This is an optimization exercise on Yosys and OpenROAD, whose aim is small area, a short achievable clock period and few clock cycles per item, not a production implementation.
Where RTL was checked, it was by simulation tests only, not by an equivalence proof against the original.
Power and IR drop assume default switching activity.

==> flow/design.v <==
`timescale 1ns/1ps
module KES_cpu(clk, rst, mem_valid, mem_we, mem_addr, mem_wdata, mem_ready, mem_rdata);
input         clk, rst;
output        mem_valid, mem_we;
output [7:0]  mem_addr;
output [31:0] mem_wdata;
input         mem_ready;
input  [31:0] mem_rdata;
localparam F = 2'd0, A = 2'd1, B = 2'd2, W = 2'd3;
reg [1:0]  state;
reg [7:0]  PC, src1, src2, dest, jump;
reg [31:0] R;
assign mem_valid = 1'b1;
assign mem_we    = (state == W);
assign mem_addr  = (state == F) ? PC :
                   (state == A) ? src1 :
                   (state == B) ? src2 : dest;
assign mem_wdata = R;
always @(posedge clk)
begin
  if (rst)
  begin
    state <= F;
    PC    <= 8'd0;
  end
  else
  begin
    if (mem_ready)
      state <= state + 2'd1;
    if (mem_ready && state == W)
      PC <= R[31] ? jump : PC + 8'd1;
  end
  if (state == F)
  begin
    dest <= mem_rdata[31:24];
    src1 <= mem_rdata[23:16];
    src2 <= mem_rdata[15:8];
    jump <= mem_rdata[7:0];
  end
  if (state == A)
    R <= mem_rdata;
  else if (state == B && mem_ready)
    R <= R - mem_rdata;
end
endmodule
==> flow/config.mk <==
export PLATFORM = sky130hd
export DESIGN_NAME = KES_cpu
export DESIGN_NICKNAME = KES_cpu
export VERILOG_FILES = /design/flow/design.v
export SDC_FILE = /design/flow/constraint.sdc
export NUM_CORES = 4
export LEC_CHECK = 0
export CAP_MARGIN = 20
export CORE_MARGIN = 2
export CORE_UTILIZATION = 40
export SLEW_MARGIN = 20
==> flow/constraint.sdc <==
create_clock -name core_clock -period 4.5 [get_ports {clk}]
set_input_delay 0.9000 -clock core_clock [delete_from_list [all_inputs] [get_ports {clk}]]
set_output_delay 0.9000 -clock core_clock [all_outputs]
set_load 0.01 [all_outputs]
run.sh (not shown) runs the stock make flow with config.mk's settings and CLKGATE_MAP_FILE= SYNTH_SCRIPT=/design/flow/synth_recipe.tcl, a recipe that flattens the netlist after the stock synthesis.
Testbench counts at the start, summed over its fixed seeds: cycles 96,000, instructions 24,000.
Then changed:
==> flow/design.v (replaced) <==
`timescale 1ns/1ps
module KES_cpu(clk, rst, mem_valid, mem_we, mem_addr, mem_wdata, mem_ready, mem_rdata);
input         clk, rst;
output        mem_valid, mem_we;
output [7:0]  mem_addr;
output [31:0] mem_wdata;
input         mem_ready;
input  [31:0] mem_rdata;
localparam F = 2'd0, A = 2'd1, B = 2'd2, W = 2'd3;
reg [1:0]  state;
reg [7:0]  PC, src1, src2, dest, jump;
reg [15:0] Rh, Rl;
reg        bw;
wire [16:0] dl = {1'b0, Rl} - {1'b0, mem_rdata[15:0]};
wire [15:0] dh = Rh - mem_rdata[31:16];
wire [15:0] Dh = Rh - {15'd0, bw};
assign mem_valid = 1'b1;
assign mem_we    = (state == W);
assign mem_addr  = (state == F) ? PC :
                   (state == A) ? src1 :
                   (state == B) ? src2 : dest;
assign mem_wdata = {Dh, Rl};
always @(posedge clk)
begin
  if (rst)
  begin
    state <= F;
    PC    <= 8'd0;
  end
  else
  begin
    if (mem_ready)
      state <= state + 2'd1;
    if (mem_ready && state == W)
      PC <= Dh[15] ? jump : PC + 8'd1;
  end
  if (state == F)
  begin
    dest <= mem_rdata[31:24];
    src1 <= mem_rdata[23:16];
    src2 <= mem_rdata[15:8];
    jump <= mem_rdata[7:0];
  end
  if (state == A)
  begin
    Rh <= mem_rdata[31:16];
    Rl <= mem_rdata[15:0];
  end
  else if (state == B && mem_ready)
  begin
    Rh <= dh;
    Rl <= dl[15:0];
    bw <= dl[16];
  end
end
endmodule
Outcome:
- routed wire length goes down by about 4%
- combinational power decreases by 11%
- setup slack loses 530 ps
- via count is about the same
- clock-buffer cell count does not change
- total power shrinks by 4.6%
- hold slack improves by 44 ps
- final cell count is lower by 1.3%
- global-route usage decreases by 0.67 points
- non-clock buffer count drops by 2
- cell area rises by about 2.4%
- core utilization goes down by 0.87 points
- area after synthesis climbs by about 2.8%
- die area climbs by 2.7%
Function not checked in the second run of this note: the RTL went through the layout flow alone.

--- another note on this design; it stands on its own ---

==> flow/design.v (excerpt) <==
module KES_cpu(clk, rst, mem_valid, mem_we, mem_addr, mem_wdata, mem_ready, mem_rdata);
Size in the first run: ~410 cells after synthesis, about 76 flip-flops, roughly 77 I/O pins, roughly 4300 um^2 of cells after synthesis.
make LEC_CHECK=0 ABC_AREA=1 CAP_MARGIN=20 CORE_MARGIN=2 CORE_UTILIZATION=60 SETUP_SLACK_MARGIN=1.9 SLEW_MARGIN=20 finish   # period 4.5 ns
run.sh (not shown) runs the stock make flow with config.mk's settings and CLKGATE_MAP_FILE= SYNTH_SCRIPT=/design/flow/synth_recipe.tcl, a recipe that flattens the netlist after the stock synthesis.
Testbench counts at the start, summed over its fixed seeds: cycles 96,000, instructions 24,000.
Edit:
==> flow/flow/run.sh (new file) <==
#!/bin/bash
# The standard layout (standard.sh), with two changes:
#  - ADDER_MAP_FILE empty: synthesis leaves the adder to ABC instead of
#    extracting full/half-adder cells, which ABC cannot restructure;
#  - every port still gets a buffer, but a plain buf_2 instead of the
#    delay cell that buffer_ports picks by default.
# The whole make output goes to standard_flow.log in the work folder; ORFS
# keeps each step's own log under orfs/logs/.
set -euo pipefail
bash standard.sh ADDER_MAP_FILE= "BUFFER_PORTS_ARGS=-buffer_cell sky130_fd_sc_hd__buf_2" finish > standard_flow.log 2>&1
==> flow/standard.sh (new file) <==
#!/bin/bash
# synth_recipe.tcl (not shown) runs the flow's synth.tcl, then flattens the netlist and writes it again
# the make line also repeats each setting of config.mk as NAME=value (left out here)
make -C /OpenROAD-flow-scripts/flow DESIGN_CONFIG=/design/flow/config.mk WORK_HOME=/design/flow/orfs CLKGATE_MAP_FILE= SYNTH_SCRIPT=/design/flow/synth_recipe.tcl "${@:-finish}"
- CORE_UTILIZATION: 60 -> 40
removed: flow/run.sh
After rerunning: Clock skew shrinks by 0.012 ns. Via count grows by a few percent. Sequential share of layout area grows by 5.5 points. Design area shrinks by roughly a tenth. Combinational power shrinks by a quarter to a third. Worst setup slack is better by 0.66 ns. Wire length shrinks by a few percent. Hold slack is worse by 0.015 ns. Die area grows by well over a third.

==> separate check: timing with driven ports <==
No port has a modelled driver above. Below, the same layouts with a new extraction and two added sets of constraints.
Step 1: set_driving_cell puts a clkbuf_16 on clk and a buf_2 on each other input, an assumption about the parent block.
Step 2 times the ports against the registers' clock, not the clock port: input delays grow and output delays shrink by t, the midpoint of the rising clock arrivals with the driver on.
a / b / c = ideal ports / drivers / drivers and shift; a / b = the first two.
run | shift t [ns] | setup slack, ns | hold WS [ns] | worst slew at a driven data input, ns
the first run of note 1 | 0.376 | 0.937 / 0.948 / 0.572 | 0.510 / 0.510 / 0.510 | 0.04
the second run of note 1 | 0.371 | 0.404 / 0.367 / 0.739 | 0.554 / 0.554 / 0.554 | 0.05
the first run of note 2 | 0.365 | 1.391 / 1.378 / 1.013 | 0.520 / 0.520 / 0.520 | 0.06
the second run of note 2 | 0.372 | 2.050 / 2.061 / 1.689 | 0.505 / 0.505 / 0.505 | 0.05
After both steps setup and hold are still met in every run listed. For the first run of note 2, which loses most, drivers alone change the setup slack by -0.013 ns; drivers and shift together by -0.378 ns.
